Context: an optimization exercise on an open-source flow, tuned for small area. The choices shown serve that exercise and are no tape-out recipe. Function was checked by simulation only, so behaviour that the tests miss may differ from the original. The clock port is modelled as an ideal driver; clocking choices that lean on that would not hold on a real chip. Power figures rest on the tool's default switching activity, not on a simulated workload.

oak:
## ROPDetector
module ROPDetector (
	input iClk,
	input iRsn,
	input [31:0] iTRAMPOLINE_START,
	input [31:0] iTRAMPOLINE_END,
	input iFifo_Empty,
	input [31:0] iFifo_Data,
	output reg oFifo_RdEn,
	output reg oRopDetect
);
==> flow/config.mk <==
export PLATFORM = sky130hd
export DESIGN_NAME = ROPDetector
export DESIGN_NICKNAME = ROPDetector
export VERILOG_FILES = /design/flow/design.v
export SDC_FILE = /design/flow/constraint.sdc
export NUM_CORES = 4
export LEC_CHECK = 0
export CAP_MARGIN = 5
export CORE_MARGIN = 2
export CORE_UTILIZATION = 55
export SLEW_MARGIN = 5
==> flow/constraint.sdc <==
create_clock -name core_clock -period 12.0 [get_ports {iClk}]
set_input_delay 2.4000 -clock core_clock [delete_from_list [all_inputs] [get_ports {iClk}]]
set_output_delay 2.4000 -clock core_clock [all_outputs]
set_load 0.01 [all_outputs]
standard.sh (not shown) runs the stock make flow with config.mk's settings and CLKGATE_MAP_FILE= SYNTH_SCRIPT=/design/flow/synth_recipe.tcl, a recipe that flattens the netlist after the stock synthesis.
==> flow/flow/run.sh <==
#!/bin/bash
set -euo pipefail
W=$PWD
{
  echo "proc abc {args} {"
  echo "  set i [lsearch -exact \$args -script]"
  echo "  if {\$i >= 0} { set args [lreplace \$args [expr {\$i + 1}] [expr {\$i + 1}] $W/flow/area.abc] }"
  echo "  set j [lsearch -exact \$args -script]"
  echo "  set dargs [lreplace \$args [expr {\$j + 1}] [expr {\$j + 1}] $W/flow/decode.abc]"
  echo "  yosys abc {*}\$args ROPDetector"
  echo "  yosys abc {*}\$dargs ROPDetector_decode"
  echo "}"
  cat synth_recipe.tcl
} > flow_synth.tcl
EXTRA="ADDER_MAP_FILE= SYNTH_KEEP_MODULES=ROPDetector_decode 'BUFFER_PORTS_ARGS=-buffer_cell sky130_fd_sc_hd__buf_1'"
if [[ -f flow/cts_args ]]; then
  EXTRA="$EXTRA 'CTS_ARGS=$(cat flow/cts_args)'"
fi
EXTRA="$EXTRA POST_CTS_TCL=$W/flow/post_cts.tcl"
sed -e "s#SYNTH_SCRIPT=[^ ]*#SYNTH_SCRIPT=$W/flow_synth.tcl $EXTRA#" standard.sh > flow_standard.sh
bash flow_standard.sh finish > flow_make.log 2>&1
==> flow/flow/area.abc <==
strash
&get -n
&fraig -x
&put
strash
&get -n
&st
&dch -f
&nf -p -R 1000 -F 8 -A 8 -C 32
&put
strash
&get -n
&st
&dch -f
&nf -p -R 1000 -F 8 -A 8 -C 32
&put
strash
&get -n
&st
&dch -f
&nf -p -R 1000 -F 8 -A 8 -C 32
&put
strash
&get -n
&st
&dch -f
&nf -p -R 1000 -F 8 -A 8 -C 32
&put
strash
&get -n
&st
&dch -f
&nf -p -R 1000 -F 8 -A 8 -C 32
&put
strash
&get -n
&st
&dch -f
&nf -p -R 1000 -F 8 -A 8 -C 32
&put
strash
&get -n
&st
&dch -f
&nf -p -R 1000 -F 8 -A 8 -C 32
&put
strash
&get -n
&st
&dch -f
&nf -p -R 1000 -F 8 -A 8 -C 32
&put
topo
==> flow/flow/cts_args <==
-sink_clustering_enable -repair_clock_nets -buf_list {sky130_fd_sc_hd__clkbuf_4} -dont_use_dummy_load
==> flow/flow/decode.abc <==
strash
&get -n
&fraig -x
&put
strash
&get -n
&st
&synch2
&dch -f
&nf -p -R 1000 -F 8 -A 8 -C 32
&put
strash
&get -n
&st
&dch -f
&nf -p -R 1000 -F 8 -A 8 -C 32
&put
strash
&get -n
&st
&dch -f
&nf -p -R 1000 -F 8 -A 8 -C 32
&put
topo
==> flow/flow/post_cts.tcl <==
estimate_parasitics -placement
set changed 0
foreach inst [get_cells -quiet *] {
  set ref [get_property $inst ref_name]
  if {$ref ne "sky130_fd_sc_hd__clkbuf_4" && $ref ne "sky130_fd_sc_hd__clkbuf_2"} { continue }
  set pin [get_pins -quiet [get_full_name $inst]/X]
  if {$pin eq ""} { continue }
  set s 0
  foreach e {rise fall} { set v [get_property $pin slew_max_$e]; if {$v > $s} { set s $v } }
  if {$s > 0.10} {
    replace_cell $inst sky130_fd_sc_hd__clkbuf_8
    incr changed
  }
}
puts "post_cts: upsized $changed clock buffers"
estimate_parasitics -placement
detailed_placement
check_placement -verbose
Relative to oak, the following input files were edited for pine:
==> flow/flow/decode.abc <==
strash
dch -f
map -a
topo
-- flow/config.mk --
<<< oak, line 6
export NUM_CORES = 4
export LEC_CHECK = 0
export CAP_MARGIN = 5
export CORE_MARGIN = 2
export CORE_UTILIZATION = 55
export SLEW_MARGIN = 5
>>> pine, line 6
export NUM_CORES = 4
export LEC_CHECK = 0
export CAP_MARGIN = 20
export CORE_MARGIN = 2
export CORE_UTILIZATION = 55
export SLEW_MARGIN = 20
## What came out
pine finished all stages; the layout is clean.
oak: full flow OK, the timing, DRC and antenna checks passed
Starting DRC count in detailed routing: oak and pine compared, lower one is oak
[diff] leakage power of the design, pine relative to oak: regression
Of oak and pine, the higher post-placement setup slack belongs to pine.
Between oak and pine, the flow reports cell-internal power decreasing slightly.
pine — sum of buffers and inverters on the critical path 3 higher, oak as reference
Global-route wire length before repair came out lower on pine than on oak.
oak -> pine: count of placed standard cells in the final layout, fillers left out increased by a few percent
~same maximum clock skew at final layout in oak and pine
In the flow results for oak and pine, the setup slack is larger on pine.
For birch, these inputs were changed with respect to pine:
==> flow/flow/decode.abc <==
strash
&get -n
&fraig -x
&put
strash
&get -n
&st
&synch2
&dch -f
&nf -p -R 1000 -F 8 -A 8 -C 32
&put
strash
&get -n
&st
&dch -f
&nf -p -R 1000 -F 8 -A 8 -C 32
&put
strash
&get -n
&st
&dch -f
&nf -p -R 1000 -F 8 -A 8 -C 32
&put
topo
-- flow/config.mk --
<<< pine, line 9
export CORE_MARGIN = 2
export CORE_UTILIZATION = 55
export SLEW_MARGIN = 20
>>> birch, line 9
export CORE_MARGIN = 2
export CORE_UTILIZATION = 55
export GPL_TIMING_DRIVEN = 0
export SLEW_MARGIN = 20
Notes after the runs:
Portion of the layout cell area used by clock cells essentially unchanged between birch and pine. Against pine, birch reports a aggregate global-route resource usage that is higher. birch ended with every stage complete and zero timing, DRC or antenna violations. Cell-internal power for birch: 3.3% up relative to pine. Relative to pine, the total power draw of birch is higher by 2.9%. Of birch and pine, it is birch that has the higher peak ir drop on the vdd network. The die area of birch is lower than that of pine.
Edits applied to the flow inputs when going from birch to maple:
-- flow/config.mk --
<<< birch, line 6
export NUM_CORES = 4
export LEC_CHECK = 0
export CAP_MARGIN = 20
export CORE_MARGIN = 2
export CORE_UTILIZATION = 55
export GPL_TIMING_DRIVEN = 0
export SLEW_MARGIN = 20
>>> maple, line 6
export NUM_CORES = 4
export LEC_CHECK = 0
export CAP_MARGIN = 0
export CORE_MARGIN = 2
export CORE_UTILIZATION = 55
export SLEW_MARGIN = 0
Notes after the runs:
- Per the final summary, maple finished and its layout is clean on timing, DRC and antenna.
- Against birch, maple comes in 0.56 ns lower on clock period minus final worst setup slack.
- Of maple and birch, birch shows the lower final cell count without fillers, with maple above it.
- [maple] setup slack of the critical path after layout rose 0.56 ns relative to birch
- From birch to maple the numbers moved as follows: met2 capacity usage during global routing up 0.78 points, maximum operating frequency up about 5%.
- Sum of routed wire length over all layers in maple is about 0.45% lower than in birch
- Critical path depth on maple is up relative to birch.
--- input diff maple..cedar ---
==> flow/flow/decode.abc <==
strash
dch -f
map -a
topo
-- flow/config.mk --
<<< maple, line 6
export NUM_CORES = 4
export LEC_CHECK = 0
export CAP_MARGIN = 0
export CORE_MARGIN = 2
export CORE_UTILIZATION = 55
export SLEW_MARGIN = 0
>>> cedar, line 6
export NUM_CORES = 4
export LEC_CHECK = 0
export CAP_MARGIN = 20
export CORE_MARGIN = 2
export CORE_UTILIZATION = 55
export GPL_TIMING_DRIVEN = 0
export SLEW_MARGIN = 20
[summary]
| post-route worst hold slack | maple vs cedar | ≈ equal |. Between cedar and maple, the routed wire length is higher for maple. Diff cedar and maple: total vias in the final route higher in cedar. cedar: cell count after placement higher than maple. Total sequential power: cedar and maple compared, lower one is cedar. Delta(final cycle utilization of the critical path, cedar - maple) < 0. Sort cedar and maple by worst path setup slack after routing asc -> top: maple. Against maple as the reference, cedar delivers a higher total non-filler cell area in the finished layout. Against maple, cedar comes in about 2.6% lower on global-route wire length before repair.

[port drivers added, routing unchanged]
No port has a modelled driver above. Below, the same layouts with a new extraction and two added sets of constraints. Step 1 assumes that a clkbuf_16 drives the clock port and a buf_2 every other input. Step 2 moves the port delays by t, midway between the first and last clock arrival at a register: inputs arrive t later, outputs are due t later. That takes back most of the time a late clock gives input paths. Slacks: ideal ports / drivers / drivers and shift; pairs: ideal ports / drivers.
run | t (ns) | slack for setup (ns) | hold WS [ns] | worst data-port slew with drivers (ns)
oak | 0.432 | 1.373 / 1.385 / 0.952 | 0.384 / 0.384 / 0.384 | 0.04
pine | 0.437 | 2.954 / 2.965 / 2.528 | 0.387 / 0.387 / 0.387 | 0.04
birch | 0.432 | 0.810 / 0.823 / 0.390 | 0.376 / 0.376 / 0.376 | 0.03
maple | 0.432 | 1.373 / 1.385 / 0.952 | 0.384 / 0.384 / 0.384 | 0.04
cedar | 0.428 | 2.447 / 2.457 / 2.029 | 0.387 / 0.387 / 0.387 | 0.04
After both steps setup and hold are still met in every run listed. For pine, which loses most, drivers alone change the setup slack by +0.011 ns; drivers and shift together by -0.426 ns.
